This is an optimization exercise on Yosys and OpenROAD, whose aim is small area and a short achievable clock period, not a production implementation.
In this exercise RTL edits were held to simulation tests only and were not proved equivalent to the original.

==> flow/design.v (excerpt) <==
module fir_3tap (input clk,
                 input [7:0] Xin,
                 input [7:0] H0,
                 input [7:0] H1,
                 input [7:0] H2,
                 output reg [15:0] Yout);
For scale: roughly 49 I/O pins, ~6400 sq um of cells after synthesis.
Settings: LEC_CHECK=0, CAP_MARGIN=20, CORE_MARGIN=2, CORE_UTILIZATION=55, CTS_BUF_LIST=sky130_fd_sc_hd__clkbuf_8, SLEW_MARGIN=20, SYNTH_HIERARCHICAL=1, SYNTH_MINIMUM_KEEP_SIZE=0, TNS_END_PERCENT=0; clock period 12.5 ns.
standard.sh (not shown) runs the stock make flow with config.mk's settings and CLKGATE_MAP_FILE= SYNTH_SCRIPT=/design/flow/synth_recipe.tcl, a recipe that flattens the netlist after the stock synthesis.
==> flow/flow/run.sh <==
#!/bin/bash
# The standard layout (standard.sh), with three changes to how it is made:
# - ports are buffered with buf_1 instead of the default delay buffer;
# - repair_timing aims for 6.9 ns of setup slack instead of 0;
# - repair_timing fixes setup by resizing and pin swapping only (no new buffers).
set -euo pipefail
export SETUP_SLACK_MARGIN=6.9
export SETUP_MOVE_SEQUENCE=unbuffer,sizeup,swap
export BUFFER_PORTS_ARGS="-buffer_cell sky130_fd_sc_hd__buf_1"
bash standard.sh > standard.log 2>&1
The starting point finished with timing, DRC and antenna clean.
==> next run, changes <==
==> flow/flow/run.sh (replaced) <==
#!/bin/bash
# The standard layout (standard.sh), with two changes to how it is made:
# - ports are buffered with buf_1 instead of the default delay buffer;
# - repair_timing aims for 6.9 ns of setup slack instead of 0.
set -euo pipefail
export SETUP_SLACK_MARGIN=6.9
export BUFFER_PORTS_ARGS="-buffer_cell sky130_fd_sc_hd__buf_1"
bash standard.sh > standard.log 2>&1
=> Routed wire length climbs by 4.0%. Critical path depth climbs by 1. Cell count climbs by about 4.5%. Via count climbs by about 3%. Area after synthesis does not change. Clock-buffer cell count does not change. Die area is unchanged.

Setup of run 1:
fir_3tap, a different RTL version from the one above (not shown whole).
Size: roughly 700 cells after synthesis, ~49 I/O pins, about 6500 um^2 of cells after synthesis.
export LEC_CHECK = 0
export CAP_MARGIN = 20
export CORE_MARGIN = 2
export CORE_UTILIZATION = 55
export CTS_BUF_LIST = sky130_fd_sc_hd__clkbuf_8
export SLEW_MARGIN = 20
export SYNTH_HIERARCHICAL = 1
export SYNTH_MINIMUM_KEEP_SIZE = 0
export TNS_END_PERCENT = 0
create_clock -name core_clock -period 12.5 [get_ports {clk}]
==> flow/flow/run.sh <==
#!/bin/bash
# The standard layout (standard.sh), with two changes to how it is made:
# - ports are buffered with buf_1 instead of the default delay buffer;
# - repair_timing aims for 6.6 ns of setup slack instead of 0.
set -euo pipefail
export SETUP_SLACK_MARGIN=6.6
export BUFFER_PORTS_ARGS="-buffer_cell sky130_fd_sc_hd__buf_1"
bash standard.sh > standard.log 2>&1
Input changes introduced in run 2 (baseline for comparison: run 1):
--- a/flow/config.mk
+++ b/flow/config.mk
@@ -9,4 +9,5 @@
 export CORE_MARGIN = 2
-export CORE_UTILIZATION = 55
-export CTS_BUF_LIST = sky130_fd_sc_hd__clkbuf_8
+export CORE_UTILIZATION = 65
+export CTS_BUF_LIST = sky130_fd_sc_hd__clkbuf_16
+export CTS_CLUSTER_SIZE = 50
 export SLEW_MARGIN = 20
==> comparison <==
Count of clock-buffer cells in the layout is higher on run 1
The non-clock buffer count of run 2 falls short of that of run 1 by 3.
Per the comparison of run 2 with run 1, via count shows a reduction of 17.
In run 2 relative to run 1, wire length had gone up slightly.

Setup of run A:
fir_3tap, a different RTL version from the one above (not shown whole).
For scale: about 690 cells after synthesis, ~48 flip-flops, about 6500 sq um of cells after synthesis.
clock: 12.5 ns
lec_check: 0
cap_margin: 20
core_margin: 2
core_utilization: 65
cts_buf_list: sky130_fd_sc_hd__clkbuf_8
slew_margin: 20
synth_hierarchical: 1
synth_minimum_keep_size: 0
tns_end_percent: 0
==> flow/flow/run.sh <==
#!/bin/bash
# The standard layout (standard.sh), with two changes to how it is made:
# - ports are buffered with buf_1 instead of the default delay buffer;
# - repair_timing aims for 7.2 ns of setup slack instead of 0.
set -euo pipefail
export SETUP_SLACK_MARGIN=7.2
export BUFFER_PORTS_ARGS="-buffer_cell sky130_fd_sc_hd__buf_1"
bash standard.sh > standard.log 2>&1
Input-level comparison between run B and run A:
-- flow/flow/run.sh --
<<< run A, line 4
# - repair_timing aims for 7.2 ns of setup slack instead of 0.
>>> run B, line 4
# - repair_timing aims for 7.0 ns of setup slack instead of 0.
<<< run A, line 6
export SETUP_SLACK_MARGIN=7.2
>>> run B, line 6
export SETUP_SLACK_MARGIN=7.0
Run B completed; timing, DRC and antenna clean. Diff run A -> run B: overall routing resource usage went up; routed via count divided by cell count rose about 1.2%; flip-flop and latch count shows no meaningful change. Going from run A to run B, wire length went up 500 um; final instance area went up 3.0%; cts-stage hold buffer count held; routability-driven placement congestion ratio went down about 4%.
[inputs] run C vs run B
-- flow/flow/run.sh --
<<< run B, line 4
# - repair_timing aims for 7.0 ns of setup slack instead of 0.
>>> run C, line 4
# - repair_timing aims for 6.8 ns of setup slack instead of 0.
<<< run B, line 6
export SETUP_SLACK_MARGIN=7.0
>>> run C, line 6
export SETUP_SLACK_MARGIN=6.8
Notes after the runs:
- The run showing the greater utilization is run B.
- From run B to run C the numbers moved as follows: sequential share of cell area saw an increase; multi-input gate share of total cell area saw an increase; number of cells upsized or downsized after cts saw a decrease; number of nets in the layout saw a decrease.
- Compared to run B, the router laid down less metal wire for run C.
What run D does differently from run C at the input level:
Settings: TNS_END_PERCENT no longer set, was 0.
-- flow/flow/run.sh --
<<< run C, line 4
# - repair_timing aims for 6.8 ns of setup slack instead of 0.
>>> run D, line 4
# - repair_timing aims for 7.0 ns of setup slack instead of 0.
<<< run C, line 6
export SETUP_SLACK_MARGIN=6.8
>>> run D, line 6
export SETUP_SLACK_MARGIN=7.0
Results
- Run D went all the way through synthesis, placement and routing and the layout is clean on timing, DRC and antenna.
- Looking only at shortest period the worst path allows, and setting everything else aside, the higher value of run D and run C goes to run C.
- As far as remaining number of nets flagged by the antenna check after routing goes, run C and run D are indistinguishable; the numbers are identical.
- [run D] number of nets in the layout rose 33 relative to run C
- Run D vs run C: buffers inserted during post-CTS setup optimization up
- Run D: worst endpoint data arrival time 0.19 ns below run C
- Clock latency at the later pin of the worst-skew pair essentially unchanged between run C and run D.
- Run D: wire length higher than run C

fir_3tap, a different RTL version from the one above (not shown whole).
Size: roughly 48 flip-flops, ~6500 sq um of cells after synthesis.
==> flow/config.mk <==
export PLATFORM = sky130hd
export DESIGN_NAME = fir_3tap
export DESIGN_NICKNAME = fir_3tap
export VERILOG_FILES = /design/flow/design.v
export SDC_FILE = /design/flow/constraint.sdc
export NUM_CORES = 4
export LEC_CHECK = 0
export CAP_MARGIN = 20
export CORE_MARGIN = 2
export CORE_UTILIZATION = 40
export SLEW_MARGIN = 20
export SYNTH_HIERARCHICAL = 1
export SYNTH_MINIMUM_KEEP_SIZE = 0
==> flow/constraint.sdc <==
create_clock -name core_clock -period 12.5 [get_ports {clk}]
set_input_delay 2.5000 -clock core_clock [delete_from_list [all_inputs] [get_ports {clk}]]
set_output_delay 2.5000 -clock core_clock [all_outputs]
set_load 0.01 [all_outputs]
==> flow/flow/run.sh <==
#!/bin/bash
cp standard.sh standard_sh_copy.txt
cp config.mk config_mk_copy.txt
export SETUP_SLACK_MARGIN=7
bash standard.sh > standard.log 2>&1
Rerun with:
==> flow/run.sh (new file) <==
#!/bin/bash
# synth_recipe.tcl (not shown) runs the flow's synth.tcl, then flattens the netlist and writes it again
# the make line also repeats each setting of config.mk as NAME=value (left out here)
make -C /OpenROAD-flow-scripts/flow DESIGN_CONFIG=/design/flow/config.mk WORK_HOME=/design/flow/orfs CLKGATE_MAP_FILE= SYNTH_SCRIPT=/design/flow/synth_recipe.tcl finish
CAP_MARGIN = 50   (was 20)
SLEW_MARGIN = 70   (was 20)
removed: flow/flow/run.sh
removed: flow/standard.sh
After rerunning: Final area falls by 14%; synthesized area does not change; count of clock-buffer cells in the layout does not change; cell count falls by 4.9%; routed wire length falls by 15%; die area is unchanged; core utilization falls by 7.6 points; non-clock buffer count falls by 45; register-to-register slack is worse by 150 ps; flip-flop and latch count does not change.
Rerun with:
CAP_MARGIN = 20   (was 50)
SLEW_MARGIN = 20   (was 70)
Effect: Routed wire length came out higher by 0.89%. Die area is unchanged. Clock-buffer cell count stays the same.
Rerun with:
SETUP_SLACK_MARGIN = 5   (was not set)
After rerunning: Clock skew hardly moves; clock-buffer cell count does not change; final cell count does not change; sequential cell count stays the same; core utilization barely changes; design area is about the same.
Rerun with:
==> flow/flow/run.sh (new file) <==
#!/bin/bash
cp standard.sh standard_sh_copy.txt
cp config.mk config_mk_copy.txt
export SETUP_SLACK_MARGIN=6
bash standard.sh > standard.log 2>&1
==> flow/standard.sh (new file) <==
#!/bin/bash
# synth_recipe.tcl (not shown) runs the flow's synth.tcl, then flattens the netlist and writes it again
# the make line also repeats each setting of config.mk as NAME=value (left out here)
make -C /OpenROAD-flow-scripts/flow DESIGN_CONFIG=/design/flow/config.mk WORK_HOME=/design/flow/orfs CLKGATE_MAP_FILE= SYNTH_SCRIPT=/design/flow/synth_recipe.tcl "${@:-finish}"
SETUP_SLACK_MARGIN = not set   (was 5)
removed: flow/run.sh
The new run completed without violations.
Final cell count went up slightly.
Synthesized area does not change.
Die area does not change.
Final area went up by a few percent.
Worst setup slack is better by 560 ps.
Core utilization goes up by 1.3 points.
Global-route usage climbs by 0.52 points.
Synthesized cell count is unchanged.

## port drivers added, routing unchanged
No port has a modelled driver above. Below, the same layouts with a new extraction and two added sets of constraints.
Step 1, drivers: a clkbuf_16 drives clk and a buf_2 each remaining input, both assumed.
Step 2, shift: input delay + t, output delay - t, t = (earliest + latest rising clock arrival at the registers) / 2. This alone moves slack from input paths to output paths.
a / b / c = ideal / step 1 / step 2; a / b = the first two.
run	t (ns)	slack for setup (ns)	worst hold slack (ns)	worst setup path after step 2	worst register clock-pin slew, ns
the first run of note 1	0.373	6.931 / 6.943 / 6.570	0.527 / 0.527 / 0.527	input to register	0.11 / 0.11
the second run of note 1	0.372	7.020 / 7.034 / 6.662	0.522 / 0.522 / 0.522	input to register	0.11 / 0.11
run 1	0.338	6.799 / 6.804 / 6.467	0.452 / 0.452 / 0.452	input to register	0.10 / 0.10
run 2	0.324	6.770 / 6.787 / 6.463	0.450 / 0.450 / 0.450	input to register	0.07 / 0.07
run A	0.337	7.057 / 7.068 / 6.731	0.460 / 0.460 / 0.460	input to register	0.09 / 0.09
run B	0.336	7.089 / 7.084 / 6.748	0.453 / 0.453 / 0.453	input to register	0.10 / 0.10
run C	0.342	6.896 / 6.906 / 6.564	0.458 / 0.458 / 0.458	input to register	0.10 / 0.10
run D	0.339	7.078 / 7.054 / 6.715	0.460 / 0.460 / 0.460	input to register	0.10 / 0.10
the first run of note 4	0.342	6.592 / 6.563 / 6.222	0.464 / 0.464 / 0.464	input to register	0.07 / 0.07
the second run of note 4	0.327	5.764 / 5.763 / 5.437	0.453 / 0.453 / 0.453	input to register	0.07 / 0.07
the third run of note 4	0.331	5.235 / 5.242 / 4.912	0.445 / 0.445 / 0.445	input to register	0.07 / 0.07
the fourth run of note 4	0.331	5.619 / 5.629 / 5.299	0.444 / 0.444 / 0.444	input to register	0.07 / 0.07
the fifth run of note 4	0.332	6.177 / 6.179 / 5.847	0.449 / 0.449 / 0.449	input to register	0.07 / 0.07
After both steps every run listed still meets setup and hold. For the first run of note 4, which loses most, drivers alone change the setup slack by -0.029 ns; drivers and shift together by -0.370 ns.
